Background: an optimization exercise with open tools, aiming at small area. Do not read the settings as production practice. At most, simulation tests tie the RTL to the original design; equivalence was not proved. No functional check of the RTL was part of run 2. No activity file was given, so power comes from the tool's default toggle rates.

$ cat design.v
`timescale 1ns / 1ps
module SimulatedDevice(
    input[1:0] global_state,
    input sys_clk,
    input rx,
    output tx,
    input turn_left_signal,
    input turn_right_signal,
    input move_forward_signal,
    input move_backward_signal,
    input place_barrier_signal,
    input destroy_barrier_signal,
    input rst,
    input clutch,
    input throttle,
    input brake,
    input power_on,
    input power_off,
    output front_detector,
    output back_detector,
    output left_detector,
    output right_detector,
    output move_backward_light,
    output move_forward_light,
    output turn_left_light,
    output turn_right_light,
    output power_light,
    output reg [2:0] state_light,
    output [3:0] moving_light,
    output [7:0] seg1,
    output [7:0] seg2,
    output [7:0] an
    );
    localparam [3:0] NON_MOVING = 4'b0000, MOVE_FORWARD = 4'b0001,
                     MOVE_BACK = 4'b0010, TURN_LEFT = 4'b0100, TURN_RIGHT = 4'b1000;
    reg [6:0] g;
    always @(posedge sys_clk)
        if (rst) g <= 7'd8;
        else g <= g + 7'd1;
    wire even     = ~g[0];                  
    wire tick_ms  = (g[4:0] == 5'd23);      
    wire tick_20  = (g == 7'd71);           
    wire tick_div = (g[3:0] == 4'hf);       
    reg power1;
    reg [1:0] temp_state;
    reg [1:0] state;
    reg [3:0] moving_state;
    wire power = power1;
    assign power_light = power1;
    assign moving_light = moving_state;
    assign move_backward_light = 1'b0;
    assign move_forward_light = 1'b0;
    wire [3:0] rec;
    assign front_detector = rec[0];
    assign left_detector  = rec[1];
    assign right_detector = rec[2];
    assign back_detector  = rec[3];
    reg crossroad, nms_fwd, nms_left;
    always @(posedge sys_clk) begin
        crossroad <= rec[3] | ~rec[2] | ~rec[1];
        nms_fwd   <= rec[1] & rec[2];
        nms_left  <= ~rec[1] & (rec[2] | (rec[3] & ~rec[0]));
    end
    reg [15:0] mc;
    reg [1:0] tag;
    always @(posedge sys_clk) begin
        if (rst) tag <= 2'b01;
        else if (tick_20) begin
            tag <= state;
            mc <= (state == tag) ? mc + 16'd1 : 16'd1;
        end
    end
    wire turn_v  = (tag == 2'b10);
    wire turn16_ge100 = turn_v & (mc >= 16'd100);
    wire turn16_ge200 = turn_v & (mc >= 16'd200);
    wire turn11_ge100 = turn_v & (mc[10:0] >= 11'd100);
    wire cool_ge50    = (tag == 2'b11) & (mc[10:0] >= 11'd50);
    wire wait_ge100   = (tag == 2'b00) & (mc[10:0] >= 11'd100);
    reg [1:0] ns_m;
    reg [3:0] nms_m;
    reg manual_power, tll, trl;
    wire rgs = move_backward_signal;
    wire left = turn_left_signal;
    wire right = turn_right_signal;
    always @(*) begin
        tll = 1'b0;
        trl = 1'b0;
        ns_m = 2'b00;
        nms_m = NON_MOVING;
        manual_power = power;
        case (state)
        2'b00: begin
            tll = 1'b1;
            trl = 1'b1;
            if (~brake & throttle & ~clutch) manual_power = 1'b0;
            if (~brake & throttle & clutch & ~rgs) ns_m = 2'b01;
        end
        2'b01: begin
            if (brake) ;
            else if (~clutch & throttle) begin
                ns_m = 2'b10;
                nms_m = rgs ? MOVE_BACK : MOVE_FORWARD;
            end
            else if (~throttle) ns_m = 2'b01;
            else begin
                ns_m = 2'b01;
                nms_m = moving_state;
            end
            if (ns_m != 2'b00 && nms_m != NON_MOVING && nms_m != MOVE_BACK) begin
                tll = left;
                trl = right;
                if (ns_m == 2'b10)
                    nms_m = (left & ~right) ? TURN_LEFT : (~left & right) ? TURN_RIGHT : MOVE_FORWARD;
            end
        end
        2'b10: begin
            if (rgs & ~clutch) manual_power = 1'b0;
            else if (brake) ;
            else if (~throttle) ns_m = 2'b01;
            else if (rgs) begin
                ns_m = 2'b10;
                nms_m = MOVE_BACK;
            end
            else begin
                ns_m = 2'b10;
                tll = left;
                trl = right;
                nms_m = (left & ~right) ? TURN_LEFT : (~left & right) ? TURN_RIGHT : MOVE_FORWARD;
            end
        end
        default: ;
        endcase
    end
    wire man_act = power & (global_state == 2'b00);
    assign turn_left_light = man_act & tll;
    assign turn_right_light = man_act & trl;
    reg [1:0] ns_s;
    reg [3:0] nms_s;
    wire [3:0] turn_hold = (moving_state == TURN_LEFT) ? TURN_LEFT : TURN_RIGHT;
    always @(*) begin
        ns_s = 2'b00;
        nms_s = NON_MOVING;
        case (state)
        2'b01: if (~crossroad) begin ns_s = 2'b01; nms_s = MOVE_FORWARD; end
        2'b00: begin
            if (move_forward_signal) begin ns_s = 2'b11; nms_s = MOVE_FORWARD; end
            else if (move_backward_signal) begin ns_s = 2'b10; nms_s = TURN_LEFT; end
            else if (left & ~right) begin ns_s = 2'b10; nms_s = TURN_LEFT; end
            else if (~left & right) begin ns_s = 2'b10; nms_s = TURN_RIGHT; end
        end
        2'b10: begin
            if ((~move_forward_signal & move_backward_signal) ? turn16_ge200 : turn16_ge100) begin
                ns_s = 2'b11; nms_s = MOVE_FORWARD;
            end
            else begin
                ns_s = 2'b10; nms_s = turn_hold;
            end
        end
        2'b11: begin
            ns_s = cool_ge50 ? 2'b01 : 2'b11;
            nms_s = MOVE_FORWARD;
        end
        endcase
    end
    reg [1:0] ns_a;
    reg [3:0] nms_a;
    always @(*) begin
        ns_a = 2'b00;
        nms_a = NON_MOVING;
        case (state)
        2'b01: if (~crossroad) begin ns_a = 2'b01; nms_a = MOVE_FORWARD; end
        2'b00: if (wait_ge100) begin
            if (nms_fwd) begin ns_a = 2'b11; nms_a = MOVE_FORWARD; end
            else begin ns_a = 2'b10; nms_a = nms_left ? TURN_LEFT : TURN_RIGHT; end
        end
        2'b10: begin
            if (turn11_ge100) begin ns_a = 2'b11; nms_a = MOVE_FORWARD; end
            else begin ns_a = 2'b10; nms_a = turn_hold; end
        end
        2'b11: begin
            ns_a = cool_ge50 ? 2'b01 : 2'b11;
            nms_a = MOVE_FORWARD;
        end
        endcase
    end
    always @(posedge sys_clk) begin
        if (rst) begin
            state <= 2'b00;
            moving_state <= NON_MOVING;
        end
        else if (global_state != 2'b11) begin
            if (~power) begin
                state <= 2'b00;
                moving_state <= NON_MOVING;
            end
            else case (global_state)
                2'b00: begin state <= ns_m; moving_state <= nms_m; end
                2'b10: begin state <= ns_s; moving_state <= nms_s; end
                default: begin state <= ns_a; moving_state <= nms_a; end
            endcase
        end
    end
    always @(*) begin
        if (power) begin
            case (state)
                2'b00: state_light = 3'b001;
                2'b01: state_light = 3'b010;
                2'b10: state_light = 3'b100;
                default: state_light = (global_state == 2'b00) ? 3'b100 : 3'b111;
            endcase
        end
        else state_light = 3'b000;
    end
    reg [27:0] R;
    reg [27:0] R_inc;
    reg c;
    integer k;
    always @(*) begin
        c = 1'b1;
        for (k = 0; k < 7; k = k + 1) begin
            if (c) begin
                if (R[4*k +: 4] == 4'd9) R_inc[4*k +: 4] = 4'd0;
                else begin
                    R_inc[4*k +: 4] = R[4*k +: 4] + 4'd1;
                    c = 1'b0;
                end
            end
            else R_inc[4*k +: 4] = R[4*k +: 4];
        end
    end
    wire gs_chg = (temp_state != global_state);
    wire manual_poff = ~manual_power;
    wire off_req = power_off | ((global_state == 2'b00) & ~power_on & manual_poff) | gs_chg;
    wire r1000 = R[12];
    wire activate = man_act;
    wire moving = moving_state[0] | moving_state[1];
    always @(posedge sys_clk) begin
        if (rst) begin
            power1 <= 1'b0;
            temp_state <= 2'b00;
            R <= 28'd0;
        end
        else if (tick_ms) begin
            temp_state <= global_state;
            if (power1) begin
                if (off_req) begin
                    power1 <= 1'b0;
                    R <= 28'd0;
                end
            end
            else begin
                if (gs_chg) R <= 28'd0;
                else if (power_on) begin
                    if (r1000) begin
                        R <= 28'd0;
                        power1 <= 1'b1;
                    end
                    else R <= R_inc;
                end
                else if (global_state == 2'b00) R <= 28'd0;
            end
        end
        else if (even & power1) begin
            if (~activate) R <= 28'd0;
            else if (moving) R <= R_inc;
        end
    end
    localparam [3:0] BLANK = 4'ha;
    reg [3:0] S1, S2;
    wire [2:0] dn = g[6:4] + 3'd1;
    reg [3:0] code;
    always @(*) begin
        case (dn)
            3'd0: code = R[3:0];
            3'd1: code = R[7:4];
            3'd2: code = R[11:8];
            3'd3: code = R[15:12];
            3'd4: code = R[19:16];
            3'd5: code = R[23:20];
            3'd6: code = R[27:24];
            default: code = 4'd0;
        endcase
        if (dn != 3'd7 && ~activate) code = 4'hf;
    end
    always @(posedge sys_clk) begin
        if (rst) begin
            S1 <= BLANK;
            S2 <= BLANK;
        end
        else if (tick_div) begin
            if (dn[2]) S1 <= code;
            else S2 <= code;
        end
    end
    function [7:0] segdec(input [3:0] d);
        case (d)
            4'h0 : segdec = 8'hfc;
            4'h1 : segdec = 8'h60;
            4'h2 : segdec = 8'hda;
            4'h3 : segdec = 8'hf2;
            4'h4 : segdec = 8'h66;
            4'h5 : segdec = 8'hb6;
            4'h6 : segdec = 8'hbe;
            4'h7 : segdec = 8'he0;
            4'h8 : segdec = 8'hfe;
            4'h9 : segdec = 8'hf6;
            4'hf : segdec = 8'h8e;
            default : segdec = 8'h00;
        endcase
    endfunction
    assign seg1 = segdec(S1);
    assign seg2 = segdec(S2);
    assign an = 8'b1 << g[6:4];
    reg [3:0] q;
    reg [3:0] tbuf;
    always @(posedge sys_clk) begin
        if (rst) q <= 4'd12;
        else if (tick_ms) begin
            q <= (q == 4'd11) ? 4'd0 : q + 4'd1;
            if (q[3] & q[1] & q[0]) tbuf <= moving_state;
        end
    end
    reg txd;
    always @(*) begin
        case (q)
            4'd1, 4'd6, 4'd7, 4'd8: txd = 1'b0;
            4'd2: txd = tbuf[0];
            4'd3: txd = tbuf[1];
            4'd4: txd = tbuf[2];
            4'd5: txd = tbuf[3];
            4'd10: txd = ~|tbuf;
            default: txd = 1'b1;
        endcase
    end
    assign tx = txd;
    reg [7:0] P;
    reg rxd1, rxd2;
    reg [3:0] dsh, dout1;
    wire p_idle = (P <= 8'd10);
    wire edge_s = ~rxd1 & rxd2;
    always @(posedge sys_clk) begin
        if (rst) begin
            P <= 8'd0;
            rxd1 <= 1'b1;
            rxd2 <= 1'b1;
            dout1 <= 4'd0;
        end
        else if (even) begin
            if (p_idle) begin
                rxd1 <= rx;
                rxd2 <= rxd1;
            end
            if (P == 8'd0) P <= {7'd0, edge_s};
            else if (p_idle) P <= P + {6'd0, ~edge_s & (P == 8'd10), ~edge_s ^ (P == 8'd10)};
            else if (P == 8'd171) P <= 8'd0;
            else P <= P + 8'd1;
            if (P[3:0] == 4'ha && P[7:4] != 4'd0 && P[7:4] <= 4'd4) dsh <= {rx, dsh[3:1]};
            if (P[7:2] == 6'b100111) dout1 <= dsh;
        end
    end
    assign rec = dout1;
endmodule
$ cat constraint.sdc
create_clock -name core_clock -period 25.0 [get_ports {sys_clk}]
set_input_delay 5.0000 -clock core_clock [delete_from_list [all_inputs] [get_ports {sys_clk}]]
set_output_delay 5.0000 -clock core_clock [all_outputs]
set_load 0.01 [all_outputs]
$ cat config.mk
export PLATFORM = sky130hd
export DESIGN_NAME = SimulatedDevice
export DESIGN_NICKNAME = SimulatedDevice
export VERILOG_FILES = /design/flow/design.v
export SDC_FILE = /design/flow/constraint.sdc
export NUM_CORES = 4
export LEC_CHECK = 0
export CAP_MARGIN = 20
export CORE_MARGIN = 2
export CORE_UTILIZATION = 40
export SLEW_MARGIN = 20
$ cat run.sh
#!/bin/bash
# synth_recipe.tcl (not shown) runs the flow's synth.tcl, then flattens the netlist and writes it again
# the make line also repeats each setting of config.mk as NAME=value (left out here)
make -C /OpenROAD-flow-scripts/flow DESIGN_CONFIG=/design/flow/config.mk WORK_HOME=/design/flow/orfs CLKGATE_MAP_FILE= SYNTH_SCRIPT=/design/flow/synth_recipe.tcl finish
==> summary.txt, run 1 <==
Setup Total Neg Slack 0 ns; post-route ant nets 0; PwrDens around 55 nW/µm²; ant diodes 0; overall power ~460 µW; total of max-cap violations 0; outcome no timing/DRC/antenna violations; Cells after Synth 837; Setup violations, final 0; M3 GR Usage 3.937%; CP max FO 12; P_leak between 0.002 and 0.003 µW; Slew Limit Fails 0; Post-DP Area approximately 7700 µm²; Crit path arrival time 7.22 ns; dpl hpwl about 12000 µm; Synth top cells by count dfxtp_1 (89), nand2_1 (75), nor2_1 (70); I/O Pins 57; min cycle time layout approximately 12 ns; top cell type by total area after synthesis dfxtp_1; min-delay worst type reg2reg; maximum clock path buffer count 2; total number of vias between 6000 and 7000; cts hold-fix bufs 0; nets@finish just over 900; dominant synthesized flop cell dfxtp_1; crit end category output pin; met1 Use GR a little over a quarter; Max-slew headroom roughly 40%; die height 137.7 µm; clk latency of the worst-skew pair 0.42 ns; Critical Path RT 20.00 ns; initial antenna violation count 0; top post-synthesis cells by area dfxtp_1 (25%), edfxtp_1 (10%), ha_1 (7.9%); met2 Usage GRT 28.08%; final hold slack approximately 0.45 ns; first-pass GRT wire length between 20000 and 30000 µm; layout cell share with drive strength beyond 1 about 8%; Yosys reg bits about 110; largest net degree at the start of global routing 64; Finished Layout Cells around 1100; die area 18960 µm²; Fmax achieved ~82 MHz; PortBufs 50; Ys Warns 1; initial DRC count around 370; CTS tree yes; Netlist Area Pre-Place 7148 µm²; clock sinks between 100 and 150; Global Route Usage Sum a little under a fifth; ys async rst share 0%; share of the synthesized area in the top cell type 24.93%; RSZ-0062 raised after global routing false; Synth cell types 85; Congestion Overflow GR 0; initial core utilization between 40 and 50%; Seq/Total Area, Yosys between 30% and 40%; Peak VDD IR approximately 0.053 mV; crit share post-route 48.90%; cell row count 48; setup bufs post-CTS 0; H-tree depth 4; DR vias/cell roughly 5.6; Worst-path clk slew ~0.05 ns; Slew @ Worst Pin 0.8968 ns; core area 17360 µm²; Routed Wire Length approximately 17000 µm; Clock Skew approximately 0.014 ns; CP startpoint kind input pin; gr busiest metal met2; number of fillers in the final layout around 1700; wire per inst approximately 16 µm; Detailed Routing Iterations Pass 1 5; vias in the first global route roughly 5500; area grow syn2layout 16.94%; Avg Cell Area, Syn approximately 8.5 µm²; Resized cells post-CTS 0; Die X about 140 µm; EDFF count, synth 24; final instance area between 8000 and 9000 µm²; most numerous cell in the Yosys netlist dfxtp_1; placed instance count 1071; Hold Fails Final Rpt 0; Num CTS Buffers 17; Final Wtd Congestion between 0.8 and 0.9; Crit Path Category in2out; clock root buffer clkbuf_16; Remaining DRCs 0
-- power by group --
part / total, µW / internal, µW / switching [µW]
Combinational: 17.6 / 6.59 / 11.0
Sequential: 188 / 187 / 1.06
Clock: 255 / 171 / 84.2
Total: 461 / 364 / 96.2
-- per-layer routing --
layer / part of all wire [%] / vias to the layer above
met5: 0 / -
met1: 50 / 2876
met2: 43 / 163
met3: 5.2 / 17
li1: - / 3089
met4: 1.2 / 0
-- final cells by class --
cell class	instances	area [µm²]	area share [%]
Sequential cell	113	2502	29.94
Clock inverter	11	158.9	1.901
Inverter	46	172.7	2.066
Clock buffer	21	461.7	5.523
Timing Repair Buffer	56	540.5	6.466
Multi-Input combinational cell	631	4242	50.74
Tap cell	225	281.5	3.368
-- cell families (layout without fill, tap and decap cells) --
family,Yosys count,count (layout),share of synthesized area (%)
buf+inv,96,134,5.899
fa+ha+maj,46,46,8.157
mux,18,18,2.661
flops,113,113,35.01
other cells,1,4,0.05246
compound gates,209,209,20.34
xor+xnor,25,25,3.063
simple gates,329,329,24.82
-- placed cells by master (no fill, tap or decap), types with 5 or more instances in the layout --
cell,synthesis,layout
or4_1,13,13
mux2i_1,10,10
a211oi_1,7,7
a22oi_1,10,10
clkbuf_16,0,18
nand2b_1,12,12
nand2_1,75,75
xor2_1,9,9
a221o_1,5,5
inv_1,44,44
a21oi_1,47,47
clkdlybuf4s50_1,0,49
nor4_1,9,8
xnor2_1,16,16
and2_1,7,7
edfxtp_1,24,24
nor3_1,16,16
ha_1,45,45
nand3b_1,6,6
buf_4,5,6
a22o_1,5,5
and3_1,12,12
nor2b_1,17,17
mux2_2,7,7
a31oi_1,11,11
a21oi_2,11,11
a21o_1,8,8
or3_1,17,17
nand3_1,31,31
nand4_1,8,8
o211ai_1,6,6
o21ai_0,45,45
nor2_1,70,70
dfxtp_1,89,89
-- worst max-delay path: stages --
cell and delay, ns:
clkdlybuf4s50_1 0.72, inv_1 0.09, or4_1 0.47, a31oi_1 0.17, nor2_1 0.07, a21oi_1 0.15, nor3_1 0.06, clkdlybuf4s50_1 0.49
-- through the flow --
stage          util, %  worst slack [ns]
3_3_place_gp     44.55             12.78
3_5_place_dp     44.55             12.79
5_1_grt          48.16             12.62
2_1_floorplan        -             13.80
6_report         48.16             12.78
4_1_cts          48.13             12.79
-- state kept, by name, indices dropped and copies added, names as in the netlist, 2 cells and up --
| signal | count |
|---|---|
| R | 28 |
| mc | 16 |
| P | 8 |
| g | 7 |
| seg1 | 7 |
| seg2 | 7 |
| S1 | 4 |
| S2 | 4 |
| dout1 | 4 |
| dsh | 4 |
| moving_state | 4 |
| q | 4 |
| tbuf | 4 |
| state | 2 |
| tag | 2 |
| temp_state | 2 |
-- worst paths after layout --
check | from | to | slack (ns) | cells past startpoint
max reg2reg | g[4] | seg1[3] | 21.01 | 10
max | clutch | turn_left_light | 12.78 | 8
min reg2reg | dsh[3] | dsh[2] | 0.45 | 0
min | dsh[3] | dsh[2] | 0.45 | 0
==> run 2: changes to the inputs <==
--- a/design.v
+++ b/design.v
@@ -213,20 +213,16 @@
     end
     reg [27:0] R;
-    reg [27:0] R_inc;
-    reg c;
-    integer k;
-    always @(*) begin
-        c = 1'b1;
-        for (k = 0; k < 7; k = k + 1) begin
-            if (c) begin
-                if (R[4*k +: 4] == 4'd9) R_inc[4*k +: 4] = 4'd0;
-                else begin
-                    R_inc[4*k +: 4] = R[4*k +: 4] + 4'd1;
-                    c = 1'b0;
-                end
-            end
-            else R_inc[4*k +: 4] = R[4*k +: 4];
-        end
-    end
+    wire [7:0] cy;
+    wire [27:0] R_inc;
+    assign cy[0] = 1'b1;
+    genvar gk;
+    generate for (gk = 0; gk < 7; gk = gk + 1) begin : bcd
+        wire [3:0] d = R[4*gk +: 4];
+        assign R_inc[4*gk]   = ~d[0];
+        assign R_inc[4*gk+1] = (d[1] ^ d[0]) & ~d[3];
+        assign R_inc[4*gk+2] = d[2] ^ (d[1] & d[0]);
+        assign R_inc[4*gk+3] = (d[3] & ~d[0]) | (d[2] & d[1] & d[0]);
+        assign cy[gk+1] = cy[gk] & d[3] & d[0];
+    end endgenerate
     wire gs_chg = (temp_state != global_state);
     wire manual_poff = ~manual_power;
@@ -235,51 +231,50 @@
     wire activate = man_act;
     wire moving = moving_state[0] | moving_state[1];
+    reg r_clr, r_inc;
+    always @(*) begin
+        r_clr = 1'b0;
+        r_inc = 1'b0;
+        if (rst) r_clr = 1'b1;
+        else if (tick_ms) begin
+            if (power1) r_clr = off_req;
+            else if (gs_chg | (power_on & r1000) | (~power_on & (global_state == 2'b00))) r_clr = 1'b1;
+            else r_inc = power_on;
+        end
+        else if (even & power1) begin
+            r_clr = ~activate;
+            r_inc = activate & moving;
+        end
+    end
+    integer k;
+    always @(posedge sys_clk)
+        for (k = 0; k < 7; k = k + 1)
+            if (r_clr) R[4*k +: 4] <= 4'd0;
+            else if (r_inc & cy[k]) R[4*k +: 4] <= R_inc[4*k +: 4];
     always @(posedge sys_clk) begin
         if (rst) begin
             power1 <= 1'b0;
             temp_state <= 2'b00;
-            R <= 28'd0;
         end
         else if (tick_ms) begin
             temp_state <= global_state;
-            if (power1) begin
-                if (off_req) begin
-                    power1 <= 1'b0;
-                    R <= 28'd0;
-                end
-            end
-            else begin
-                if (gs_chg) R <= 28'd0;
-                else if (power_on) begin
-                    if (r1000) begin
-                        R <= 28'd0;
-                        power1 <= 1'b1;
-                    end
-                    else R <= R_inc;
-                end
-                else if (global_state == 2'b00) R <= 28'd0;
-            end
-        end
-        else if (even & power1) begin
-            if (~activate) R <= 28'd0;
-            else if (moving) R <= R_inc;
+            if (power1) power1 <= ~off_req;
+            else power1 <= ~gs_chg & power_on & r1000;
         end
     end
     localparam [3:0] BLANK = 4'ha;
     reg [3:0] S1, S2;
-    wire [2:0] dn = g[6:4] + 3'd1;
     reg [3:0] code;
     always @(*) begin
-        case (dn)
-            3'd0: code = R[3:0];
-            3'd1: code = R[7:4];
-            3'd2: code = R[11:8];
-            3'd3: code = R[15:12];
-            3'd4: code = R[19:16];
-            3'd5: code = R[23:20];
-            3'd6: code = R[27:24];
-            default: code = 4'd0;
+        case (g[6:4])
+            3'd7: code = R[3:0];
+            3'd0: code = R[7:4];
+            3'd1: code = R[11:8];
+            3'd2: code = R[15:12];
+            3'd3: code = R[19:16];
+            3'd4: code = R[23:20];
+            default: code = R[27:24];
         endcase
-        if (dn != 3'd7 && ~activate) code = 4'hf;
+        if (~activate) code = 4'hf;
+        if (g[6:4] == 3'd6) code = 4'd0;
     end
     always @(posedge sys_clk) begin
@@ -289,26 +284,12 @@
         end
         else if (tick_div) begin
-            if (dn[2]) S1 <= code;
+            if (g[6:4] == 3'd3 || g[6:4] == 3'd4 || g[6:4] == 3'd5 || g[6:4] == 3'd6) S1 <= code;
             else S2 <= code;
         end
     end
-    function [7:0] segdec(input [3:0] d);
-        case (d)
-            4'h0 : segdec = 8'hfc;
-            4'h1 : segdec = 8'h60;
-            4'h2 : segdec = 8'hda;
-            4'h3 : segdec = 8'hf2;
-            4'h4 : segdec = 8'h66;
-            4'h5 : segdec = 8'hb6;
-            4'h6 : segdec = 8'hbe;
-            4'h7 : segdec = 8'he0;
-            4'h8 : segdec = 8'hfe;
-            4'h9 : segdec = 8'hf6;
-            4'hf : segdec = 8'h8e;
-            default : segdec = 8'h00;
-        endcase
-    endfunction
-    assign seg1 = segdec(S1);
-    assign seg2 = segdec(S2);
+    localparam [127:0] SEGTAB = {8'h8e, 8'h00, 8'h00, 8'h00, 8'h00, 8'h00,
+        8'hf6, 8'hfe, 8'he0, 8'hbe, 8'hb6, 8'h66, 8'hf2, 8'hda, 8'h60, 8'hfc};
+    assign seg1 = SEGTAB[{S1, 3'b000} +: 8];
+    assign seg2 = SEGTAB[{S2, 3'b000} +: 8];
     assign an = 8'b1 << g[6:4];
     reg [3:0] q;
@@ -351,8 +332,7 @@
                 rxd2 <= rxd1;
             end
-            if (P == 8'd0) P <= {7'd0, edge_s};
-            else if (p_idle) P <= P + {6'd0, ~edge_s & (P == 8'd10), ~edge_s ^ (P == 8'd10)};
+            if (P == 8'd10) P <= edge_s ? 8'd11 : 8'd12;
             else if (P == 8'd171) P <= 8'd0;
-            else P <= P + 8'd1;
+            else if (~(p_idle & ((P == 8'd0) ^ edge_s))) P <= P + 8'd1;
             if (P[3:0] == 4'ha && P[7:4] != 4'd0 && P[7:4] <= 4'd4) dsh <= {rx, dsh[3:1]};
             if (P[7:2] == 6'b100111) dout1 <= dsh;
==> flow/run.sh (new file) <==
#!/bin/bash
# Own layout flow: the standard synthesis, then the combinational logic
# re-mapped for area (flip-flops untouched, checked equivalent), then the standard flow's
# standard layout with small port buffers and a small clock tree.
set -uo pipefail
WORK=$(pwd)
PLAT=${FLOW_PLATFORM:-sky130hd}
RES=$WORK/orfs/results/$PLAT/SimulatedDevice/base
LIB=$FLOW_HOME/platforms/$PLAT/lib/sky130_fd_sc_hd__tt_025C_1v80.lib
YOSYS=yosys
[ -x "$FLOW_HOME/../tools/install/yosys/bin/yosys" ] && YOSYS=$FLOW_HOME/../tools/install/yosys/bin/yosys

bash standard.sh synth > $WORK/flow_synth.log 2>&1 || exit 1

# re-map the combinational logic of the standard netlist
cp $RES/1_2_yosys.v $WORK/std_netlist.v
DU=""
for c in $(sed -n '/^export DONT_USE_CELLS/,/^$/p' $FLOW_HOME/platforms/$PLAT/config.mk | grep -o "sky130_fd_sc_hd__[a-z0-9_]*"); do DU="$DU -dont_use $c"; done
SEQ=$(grep -oE "sky130_fd_sc_hd__(e?df|sdf|sedf|dl|conb)[a-z0-9_]*" $WORK/std_netlist.v | sort -u | tr '\n' ' ')
cat > $WORK/remap.ys <<EOF
read_liberty -ignore_miss_func $LIB
blackbox $SEQ
read_verilog $WORK/std_netlist.v
hierarchy -top $FLOW_TOP
flatten
opt_clean
abc -script $WORK/flow/remap.abc -liberty $LIB $DU -D 25000
opt_clean -purge
hilomap -singleton -hicell sky130_fd_sc_hd__conb_1 HI -locell sky130_fd_sc_hd__conb_1 LO
splitnets
opt_clean -purge
stat -liberty $LIB
write_verilog -noattr -noexpr -nohex -nodec -selected $WORK/remap_all.v
EOF
ok=0
if $YOSYS -s $WORK/remap.ys > $WORK/flow_remap.log 2>&1; then
  python3 - $WORK/remap_all.v $WORK/remap_netlist.v $FLOW_TOP <<'P' && ok=1
import sys,re
t=open(sys.argv[1]).read()
m=re.search(r'module '+sys.argv[3]+r'\b.*?endmodule',t,re.S)
open(sys.argv[2],'w').write(m.group(0)+'\n')
P
fi
# check: same flip-flop instances, and equivalent to the standard netlist
if [ $ok = 1 ]; then
  a=$(grep -oE "sky130_fd_sc_hd__(e?df|sdf|sedf)[a-z0-9_]* +[^ ]+" $WORK/std_netlist.v | sort | md5sum)
  b=$(grep -oE "sky130_fd_sc_hd__(e?df|sdf|sedf)[a-z0-9_]* +[^ ]+" $WORK/remap_netlist.v | sort | md5sum)
  [ "$a" = "$b" ] || ok=0
fi
if [ $ok = 1 ]; then
  cat > $WORK/equiv.ys <<EOF
read_liberty -ignore_miss_func $LIB
blackbox $SEQ
read_verilog $WORK/std_netlist.v
hierarchy -top $FLOW_TOP
flatten
rename $FLOW_TOP gold
design -stash gold
read_liberty -ignore_miss_func $LIB
blackbox $SEQ
read_verilog $WORK/remap_netlist.v
hierarchy -top $FLOW_TOP
flatten
rename $FLOW_TOP gate
design -stash gate
design -copy-from gold -as gold gold
design -copy-from gate -as gate gate
equiv_make gold gate equiv
hierarchy -top equiv
equiv_simple
equiv_status -assert
EOF
  $YOSYS -s $WORK/equiv.ys > $WORK/flow_equiv.log 2>&1 || ok=0
fi
if [ $ok = 1 ]; then
  echo "using re-mapped netlist" > $WORK/flow_choice.log
  cp $WORK/remap_netlist.v $RES/1_2_yosys.v
  touch $RES/1_2_yosys.v
else
  echo "using standard netlist" > $WORK/flow_choice.log
fi

bash standard.sh \
  BUFFER_PORTS_ARGS="-buffer_cell sky130_fd_sc_hd__buf_1" \
  CTS_ARGS="-sink_clustering_enable -repair_clock_nets -dont_use_dummy_load -buf_list {sky130_fd_sc_hd__clkbuf_4 sky130_fd_sc_hd__clkbuf_8}" \
  finish > $WORK/flow_layout.log 2>&1
==> flow/remap.abc (new file) <==
strash
dch -f
map -a
strash
balance
rewrite
refactor
balance
rewrite
rewrite -z
balance
refactor -z
rewrite -z
balance
dch -f
map -a
strash
dch -f
map -a
topo
==> standard.sh (new file) <==
#!/bin/bash
# synth_recipe.tcl (not shown) runs the flow's synth.tcl, then flattens the netlist and writes it again
# the make line also repeats each setting of config.mk as NAME=value (left out here)
make -C /OpenROAD-flow-scripts/flow DESIGN_CONFIG=/design/flow/config.mk WORK_HOME=/design/flow/orfs CLKGATE_MAP_FILE= SYNTH_SCRIPT=/design/flow/synth_recipe.tcl "${@:-finish}"
removed: run.sh
==> summary.txt, run 2 <==
initial antenna violation count 0; Critical Path RT 20.00 ns; crit end category output pin; maximum clock path buffer count 2; Setup violations, final 0; first-pass GRT wire length around 25000 µm; post-place setup slack 13.45 ns; final hold slack around 0.45 ns; commonest non-fill, non-tap cells in the layout dfxtp_1 (75), nand2_1 (74), o21ai_0 (64); die area roughly 17000 µm²; I/O Pins 57; area grow syn2layout 6.399%; core area about 15000 µm²; largest net degree at the start of global routing around 50; outcome no timing/DRC/antenna violations; ys async rst share 0%; min cycle time layout ~12 ns; top cell type by total area after synthesis dfxtp_1; Final Wtd Congestion between 0.9 and 1; Post-DP Area around 6500 µm²; Top reg by flops R; share of the synthesized area in the top cell type a little under a quarter; Setup Total Neg Slack 0 ns; layout cell share with drive strength beyond 1 between 4 and 5%; vias in the first global route ~5000; placed instance count approximately 970; Routed Wire Length ~15000 µm; top post-synthesis cells by area dfxtp_1 (24%), edfxtp_1 (12%), ha_1 (7.4%); simple-gate portion of the synthesized area between 20% and 30%; Slew @ Worst Pin approximately 0.93 ns; Seq/Total Area, Yosys 35.51%; H-tree depth 3; crit share post-route 46.27%; initial core utilization 41.01%; Synth top cells by count dfxtp_1 (75), nand2_1 (74), o21ai_0 (64); total of max-cap violations 0; cts hold-fix bufs 0; Hold Fails Final Rpt 0; CTS tree yes; PwrDens 41.90 nW/µm²; Peak VDD IR approximately 0.023 mV; clk latency of the worst-skew pair ~0.39 ns; total number of vias roughly 5500; post-route ant nets 0; Finished Layout Cells about 1000; final worst slack 13.43 ns; Avg Cell Area, Syn 8.377 µm²; CP startpoint kind input pin; cell row count between 40 and 50; final instance area 6658 µm²; Slew Limit Fails 0; Crit Path Category in2out; RSZ-0062 raised after global routing false; Die X 129.1 µm; Cells after Synth 747; clock sinks just under 100; Clock Skew between 0.02 and 0.025 ns; EDFF count, synth 24; synthesized-area fraction occupied by xor and xnor cells about 4.1%; commonest non-fill, non-tap cell in the layout dfxtp_1; setup bufs post-CTS 0; Remaining DRCs 0; Global Route Usage Sum 18.61%; Resized cells post-CTS 0; Crit path arrival time between 6 and 7 ns; clock root buffer clkbuf_8; Ys Warns 1; Congestion Overflow GR 0; Worst-path clk slew about 0.080 ns; Synth cell types 75; mux contribution to synthesized area between 2 and 3%; Netlist Area Pre-Place approximately 6300 µm²; die height between 100 and 150 µm; Fmax achieved between 80 and 90 MHz; Detailed Routing Iterations Pass 1 5; Synth Area in Compound Gates around a fifth; Post-Synth Adder-Cell Area between 7 and 8%; wire per inst 15.68 µm; Multi-input gate area ~3700 µm²; CP max FO 21; ant diodes 0; dpl hpwl ~11000 µm; P_leak ~0.0022 µW; Max-slew headroom 38.02%; dominant synthesized flop cell dfxtp_1; top flop regs R (21), mc (16), P (8); min-delay worst type reg2reg; PortBufs 50; number of fillers in the final layout ~1500; number of flip-flops in the largest register 21; largest family of logic cells by synthesized area simple AND/OR/NAND/NOR gates; register area between 2000 and 2500 µm²; most numerous cell in the Yosys netlist dfxtp_1; Yosys reg bits 99; nets@finish around 800; DR vias/cell 5.659; Num CTS Buffers 9; initial DRC count around 600
==> run 2: cell types whose count changed in the layout (fill, tap and decap cells not counted), sizes merged, moves of 7 or more <==
cell	change
nor2	-10
a21o	-7
ha	-8
or4	-9
o21ai	+23
a22oi	-7
buf	+46
mux2	-8
clkbuf	-12
or4b	+8
clkdlybuf4s50	-49
dfxtp	-14
nand4	+7
inv	-13
==> run 2: per-stage QoR <==
step                total power (µW)  util, %
detailed placement             196.9    42.82
finish                         279.0    43.63
global route                   290.3    43.63
global placement               195.9    42.82
floorplan                      191.1        -
CTS                            280.2    43.63
==> run 2: worst max-delay path, stage by stage <==
cell,delay (ns)
buf_1,0.68
nor2_1,0.33
nand2_1,0.15
nand2_1,0.07
nor2_1,0.17
buf_1,0.17
==> run 2: kinds of logic (layout without fill, tap and decap cells) <==
kind of cell / Yosys count / after routing
flip-flops: 99 / 99
AO/OA/AOI/OAI: 193 / 193
adder cells (fa/ha/maj): 37 / 37
buffers and inverters: 76 / 95
other: 1 / 4
multiplexers: 16 / 16
XOR/XNOR: 29 / 29
AND/OR/NAND/NOR: 296 / 296
==> run 2: report_power, final <==
group	switching, µW	internal [µW]
clock network	52.8	32.4
logic	16.0	9.81
registers	2.83	165
total	71.7	207
==> run 2: layer usage <==
metal / GRT usage (%) / vias to the layer above / wire length (µm)
met5: 0 / - / 0
met4: 7.673 / 0 / 257
met3: 3.179 / 20 / 701
met2: 28.85 / 141 / 6845
met1: 25.80 / 2644 / 7562
li1: - / 2741 / -
==> run 2: area by class of cell <==
| type | instances | share of cell area [%] |
|---|---|---|
| Multi-Input combinational cell | 575 | 55.78 |
| Sequential cell | 99 | 33.38 |
| Tap cell | 211 | 3.965 |
| Timing Repair Buffer | 53 | 3.157 |
| Clock buffer | 9 | 1.861 |
| Inverter | 33 | 1.861 |
==> run 2: final timing paths <==
kind | start | cells past startpoint | to | slack (ns)
setup / recovery | global_state[0] | 6 | state_light[0] | 13.43
hold / removal | dsh[1] | 0 | dsh[0] | 0.45
setup reg to reg | state[1] | 6 | R[1] | 22.20
hold reg to reg | dsh[1] | 0 | dsh[0] | 0.45
==> run 3: changes to the inputs <==
--- a/design.v
+++ b/design.v
@@ -44,6 +44,10 @@
     reg power1;
     reg [1:0] temp_state;
-    reg [1:0] state;
-    reg [3:0] moving_state;
+    localparam [2:0] E_A = 3'd0, E_B = 3'd1, E_C = 3'd3, E_H = 3'd2,
+                     E_D = 3'd4, E_E = 3'd5, E_F = 3'd6, E_G = 3'd7;
+    reg [2:0] e;
+    wire [1:0] state = (e == E_A) ? 2'b00 : (e == E_B || e == E_C) ? 2'b01 :
+                       (e == E_H) ? 2'b11 : 2'b10;
+    wire [3:0] moving_state = {e == E_G, e == E_F, e == E_E, e == E_C || e == E_D || e == E_H};
     wire power = power1;
     assign power_light = power1;
@@ -184,21 +188,26 @@
         endcase
     end
-    always @(posedge sys_clk) begin
-        if (rst) begin
-            state <= 2'b00;
-            moving_state <= NON_MOVING;
-        end
-        else if (global_state != 2'b11) begin
-            if (~power) begin
-                state <= 2'b00;
-                moving_state <= NON_MOVING;
-            end
-            else case (global_state)
-                2'b00: begin state <= ns_m; moving_state <= nms_m; end
-                2'b10: begin state <= ns_s; moving_state <= nms_s; end
-                default: begin state <= ns_a; moving_state <= nms_a; end
-            endcase
-        end
+    reg [1:0] ns;
+    reg [3:0] nms;
+    always @(*) begin
+        if (~power) begin ns = 2'b00; nms = NON_MOVING; end
+        else case (global_state)
+            2'b00: begin ns = ns_m; nms = nms_m; end
+            2'b10: begin ns = ns_s; nms = nms_s; end
+            default: begin ns = ns_a; nms = nms_a; end
+        endcase
+    end
+    reg [2:0] e_n;
+    always @(*) begin
+        case (ns)
+            2'b00: e_n = E_A;
+            2'b01: e_n = nms[0] ? E_C : E_B;
+            2'b11: e_n = E_H;
+            default: e_n = nms[1] ? E_E : nms[2] ? E_F : nms[3] ? E_G : E_D;
+        endcase
     end
+    always @(posedge sys_clk)
+        if (rst) e <= E_A;
+        else if (global_state != 2'b11) e <= e_n;
     always @(*) begin
         if (power) begin
@@ -294,10 +303,11 @@
     assign an = 8'b1 << g[6:4];
     reg [3:0] q;
-    reg [3:0] tbuf;
+    reg [2:0] tbuf;
+    wire [3:0] tms = {tbuf == E_G, tbuf == E_F, tbuf == E_E, tbuf == E_C || tbuf == E_D || tbuf == E_H};
     always @(posedge sys_clk) begin
         if (rst) q <= 4'd12;
         else if (tick_ms) begin
             q <= (q == 4'd11) ? 4'd0 : q + 4'd1;
-            if (q[3] & q[1] & q[0]) tbuf <= moving_state;
+            if (q[3] & q[1] & q[0]) tbuf <= e;
         end
     end
@@ -306,9 +316,9 @@
         case (q)
             4'd1, 4'd6, 4'd7, 4'd8: txd = 1'b0;
-            4'd2: txd = tbuf[0];
-            4'd3: txd = tbuf[1];
-            4'd4: txd = tbuf[2];
-            4'd5: txd = tbuf[3];
-            4'd10: txd = ~|tbuf;
+            4'd2: txd = tms[0];
+            4'd3: txd = tms[1];
+            4'd4: txd = tms[2];
+            4'd5: txd = tms[3];
+            4'd10: txd = (tbuf == E_A || tbuf == E_B);
             default: txd = 1'b1;
         endcase
--- a/flow/run.sh
+++ b/flow/run.sh
@@ -48,9 +48,13 @@
   [ "$a" = "$b" ] || ok=0
 fi
+# combinational equivalence with every flip-flop cut into ports
+if [ $ok = 1 ]; then
+  python3 $WORK/flow/cutff.py $WORK/std_netlist.v $WORK/cut_std.v && \
+  python3 $WORK/flow/cutff.py $WORK/remap_netlist.v $WORK/cut_remap.v || ok=0
+fi
 if [ $ok = 1 ]; then
   cat > $WORK/equiv.ys <<EOF
 read_liberty -ignore_miss_func $LIB
-blackbox $SEQ
-read_verilog $WORK/std_netlist.v
+read_verilog $WORK/cut_std.v
 hierarchy -top $FLOW_TOP
 flatten
@@ -58,6 +62,5 @@
 design -stash gold
 read_liberty -ignore_miss_func $LIB
-blackbox $SEQ
-read_verilog $WORK/remap_netlist.v
+read_verilog $WORK/cut_remap.v
 hierarchy -top $FLOW_TOP
 flatten
@@ -66,8 +69,7 @@
 design -copy-from gold -as gold gold
 design -copy-from gate -as gate gate
-equiv_make gold gate equiv
-hierarchy -top equiv
-equiv_simple
-equiv_status -assert
+miter -equiv -flatten -make_assert gold gate miter
+hierarchy -top miter
+sat -verify -prove-asserts miter
 EOF
   $YOSYS -s $WORK/equiv.ys > $WORK/flow_equiv.log 2>&1 || ok=0
==> flow/cutff.py (new file) <==
import re,sys
# cutff.py IN.v OUT.v : replace every flip-flop instance by ports (Q -> input, other pins -> outputs)
t=re.sub(r'\(\*.*?\*\)','',open(sys.argv[1]).read())
m=re.search(r'module\s+(\w+)\s*\((.*?)\);',t,re.S)
top=m.group(1)
newports=[];decls=[];assigns=[]
def repl(mm):
    typ,name,body=mm.group(1),mm.group(2),mm.group(3)
    if not re.match(r'sky130_fd_sc_hd__(e?df|sdf|sedf)',typ): return mm.group(0)
    key=re.sub(r'[^A-Za-z0-9_]','_',name)
    for p,n in re.findall(r'\.(\w+)\(([^()]*)\)',body):
        n=n.strip()
        if n.startswith('\\'): n=n+' '
        if p in ('CLK',): continue
        if p in ('Q','Q_N'):
            pn='ffq_%s_%s'%(key,p); newports.append(pn); decls.append('input %s;'%pn)
            assigns.append('assign %s = %s%s;'%(n,'~' if p=='Q_N' else '',pn))
        else:
            pn='ffd_%s_%s'%(key,p); newports.append(pn); decls.append('output %s;'%pn)
            assigns.append('assign %s = %s;'%(pn,n))
    return ''
body=re.sub(r'(sky130_fd_sc_hd__\w+)\s+(\\\S+\s|\S+)\s*\((.*?)\);',repl,t,flags=re.S)
body=body.replace(m.group(0),'module %s(%s, %s);\n%s\n%s'%(top,m.group(2),', '.join(newports),'\n'.join(decls),'\n'.join(assigns)),1)
open(sys.argv[2],'w').write(body)
==> summary.txt, run 3 <==
Top reg by flops R; Setup violations, final 0; Slew Limit Fails 0; total of max-cap violations 0; min cycle time layout ~12 ns; P_int approximately 190 µW; H-tree depth 3; commonest non-fill, non-tap cell in the layout nor2_1; hold wc startpoint dout1[0]; total number of vias between 4000 and 5000; crit end category output pin; PwrDens about 47 nW/µm²; Resized cells post-CTS 0; layout cell share with drive strength beyond 1 about 2.0%; crit share post-route 47.70%; Detailed Routing Iterations Pass 1 5; RSZ-0062 raised after global routing false; Avg Cell Area, Syn 7.073 µm²; Post-DP Area approximately 5300 µm²; core area 12010 µm²; CTS tree yes; setup bufs post-CTS 0; Netlist Area Pre-Place slightly below 5000 µm²; Setup Total Neg Slack 0 ns; register area roughly 2100 µm²; die area around 13000 µm²; combinational share of power approximately 6.3%; final instance area 5451 µm²; commonest non-fill, non-tap cells in the layout nor2_1 (130), clkinv_1 (121), nand2_1 (81); Max-slew headroom 53.62%; Congestion Overflow GR 0; ant diodes 0; largest net degree at the start of global routing 24; Sw Pwr slightly above 60 µW; initial core utilization 41.04%; maximum clock path buffer count 2; PortBufs 50; number of fillers in the final layout ~1300; placed instance count roughly 900; Worst-path clk slew around 0.07 ns; Num CTS Buffers 9; clk latency of the worst-skew pair 0.38 ns; Ys Warns 1; Finished Layout Cells 908; Cells after Synth 697; initial antenna violation count 0; Critical Path RT approximately 20 ns; Remaining DRCs 0; nets@finish 779; min-delay worst type reg2reg; CP startpoint kind input pin; Fmax achieved between 80 and 90 MHz; Slew @ Worst Pin a little under 0.7 ns; first-pass GRT wire length between 20000 and 25000 µm; worst reg2reg startpoint power1; Routed Wire Length roughly 13000 µm; die height roughly 120 µm; Peak VDD IR 0.02564 mV; clock root buffer clkbuf_8; area grow syn2layout 10.58%; P_leak around 0.0018 µW; Final Wtd Congestion 0.9255; initial DRC count ~380; post-route ant nets 0; Crit Path Category in2out; Crit path arrival time approximately 6.9 ns; Die X roughly 120 µm; wire per inst about 14 µm; clock sinks 95; cell row count 40; number of flip-flops in the largest register 21; sequential share of power 62.0%; dpl hpwl ~9800 µm; outcome no timing/DRC/antenna violations; sw frac 23.96%; I/O Pins between 50 and 60; vias in the first global route between 4000 and 5000; post-place setup slack 13.13 ns; CP max FO 4; Global Route Usage Sum 20.62%; DR vias/cell between 5 and 6; final worst slack around 13 ns; top flop regs R (21), mc (16), P (8); Clock Skew approximately 0.019 ns; cts hold-fix bufs 0; Multi-input gate area about 2400 µm²; Hold Fails Final Rpt 0; Setup crit start throttle; Clk pwr share a little under a third
[run 3: cell count changes in the layout (fill, tap and decap cells not counted), moves of 12 or more]
cell	change
inv_1	-33
or3_1	-18
ha_1	-37
clkinv_1	+121
nor3_1	+36
nor2_1	+67
nand3_1	-15
xnor2_1	-16
mux2i_1	-15
nor2b_1	-12
[run 3: final cells by class]
cell class	instances	share of cell area, %
Tap cell	147	3.374
Multi-Input combinational cell	484	43.19
Sequential cell	95	39.11
Inverter	121	8.331
Clock buffer	9	2.272
Timing Repair Buffer	52	3.718
[run 3: worst max-delay path, stage by stage]
cell and delay [ns]:
buf_1 0.08, clkinv_1 0.10, nor4_1 0.63, clkinv_1 0.27
o21ai_0 0.43, nand2_1 0.10, a21oi_1 0.15, buf_1 0.17
[run 3: layer usage]
metal	vias to the layer above	GRT usage, %	share of wire [%]
met3	21	3.268	4.7
met1	2250	27.68	48
met4	0	9.157	2.3
li1	2513	-	-
met5	-	0	0
met2	132	32.86	45
[run 3: metrics by stage]
step                util, %  power [µW]  hold slack [ns]
global route          45.39       266.8           0.4786
detailed placement    44.35       178.0           0.4355
global placement      44.35       177.8           0.4367
finish                45.39       255.9           0.4511
floorplan                 -       172.4           0.4208
CTS                   45.39       258.3           0.4551
[run 3: power by group through the flow]
| stage | logic, µW | clock network [µW] | registers, µW |
|---|---|---|---|
| 2_1_floorplan | 10.4 | 0 | 162 |
| 4_1_cts | 15.8 | 83.8 | 159 |
| 3_5_place_dp | 15.7 | 0 | 162 |
| 6_report | 16.0 | 81.2 | 159 |
| 3_3_place_gp | 15.6 | 0 | 162 |
| 5_1_grt | 18.7 | 89.2 | 159 |
[run 3: worst paths after layout]
| path | end | slack [ns] | cells past startpoint |
|---|---|---|---|
| worst max-delay path | turn_left_light | 13.07 | 8 |
| worst min-delay path | dout1[0] | 0.45 | 2 |
| worst max register to register | R[25] | 21.00 | 17 |
| worst min register to register | dout1[0] | 0.45 | 2 |

[what the ideal ports hide]
In the flow no input, the clock included, has a driving cell. The finished layouts below were timed again as built, in two steps.
Step 1 (the two cells are an assumption about what drives the block):
set clk [get_ports {sys_clk}]
set_driving_cell -lib_cell sky130_fd_sc_hd__clkbuf_16 $clk
set_driving_cell -lib_cell sky130_fd_sc_hd__buf_2 [delete_from_list [all_inputs] $clk]
Step 2 times the ports against the registers' clock, not the clock port: input delays grow and output delays shrink by t, the midpoint of the rising clock arrivals with the driver on.
Slacks: ideal / step 1 / step 2; pairs: ideal / step 1.
run | shift t [ns] | setup WS [ns] | latest minus earliest clock arrival (ns) | worst register clock-pin slew, ns | worst data-port slew with drivers (ns)
run 1 | 0.458 | 12.775 / 12.749 / 12.749 | 0.015 / 0.014 | 0.06 / 0.06 | 0.04
run 2 | 0.417 | 13.433 / 13.384 / 13.384 | 0.024 / 0.025 | 0.10 / 0.10 | 0.05
run 3 | 0.407 | 13.074 / 13.046 / 13.046 | 0.020 / 0.020 | 0.09 / 0.09 | 0.05
After both steps setup and hold are still met in every run listed. The setup slack of run 2, which loses most, moves by -0.049 ns with the drivers and by -0.049 ns with both steps.
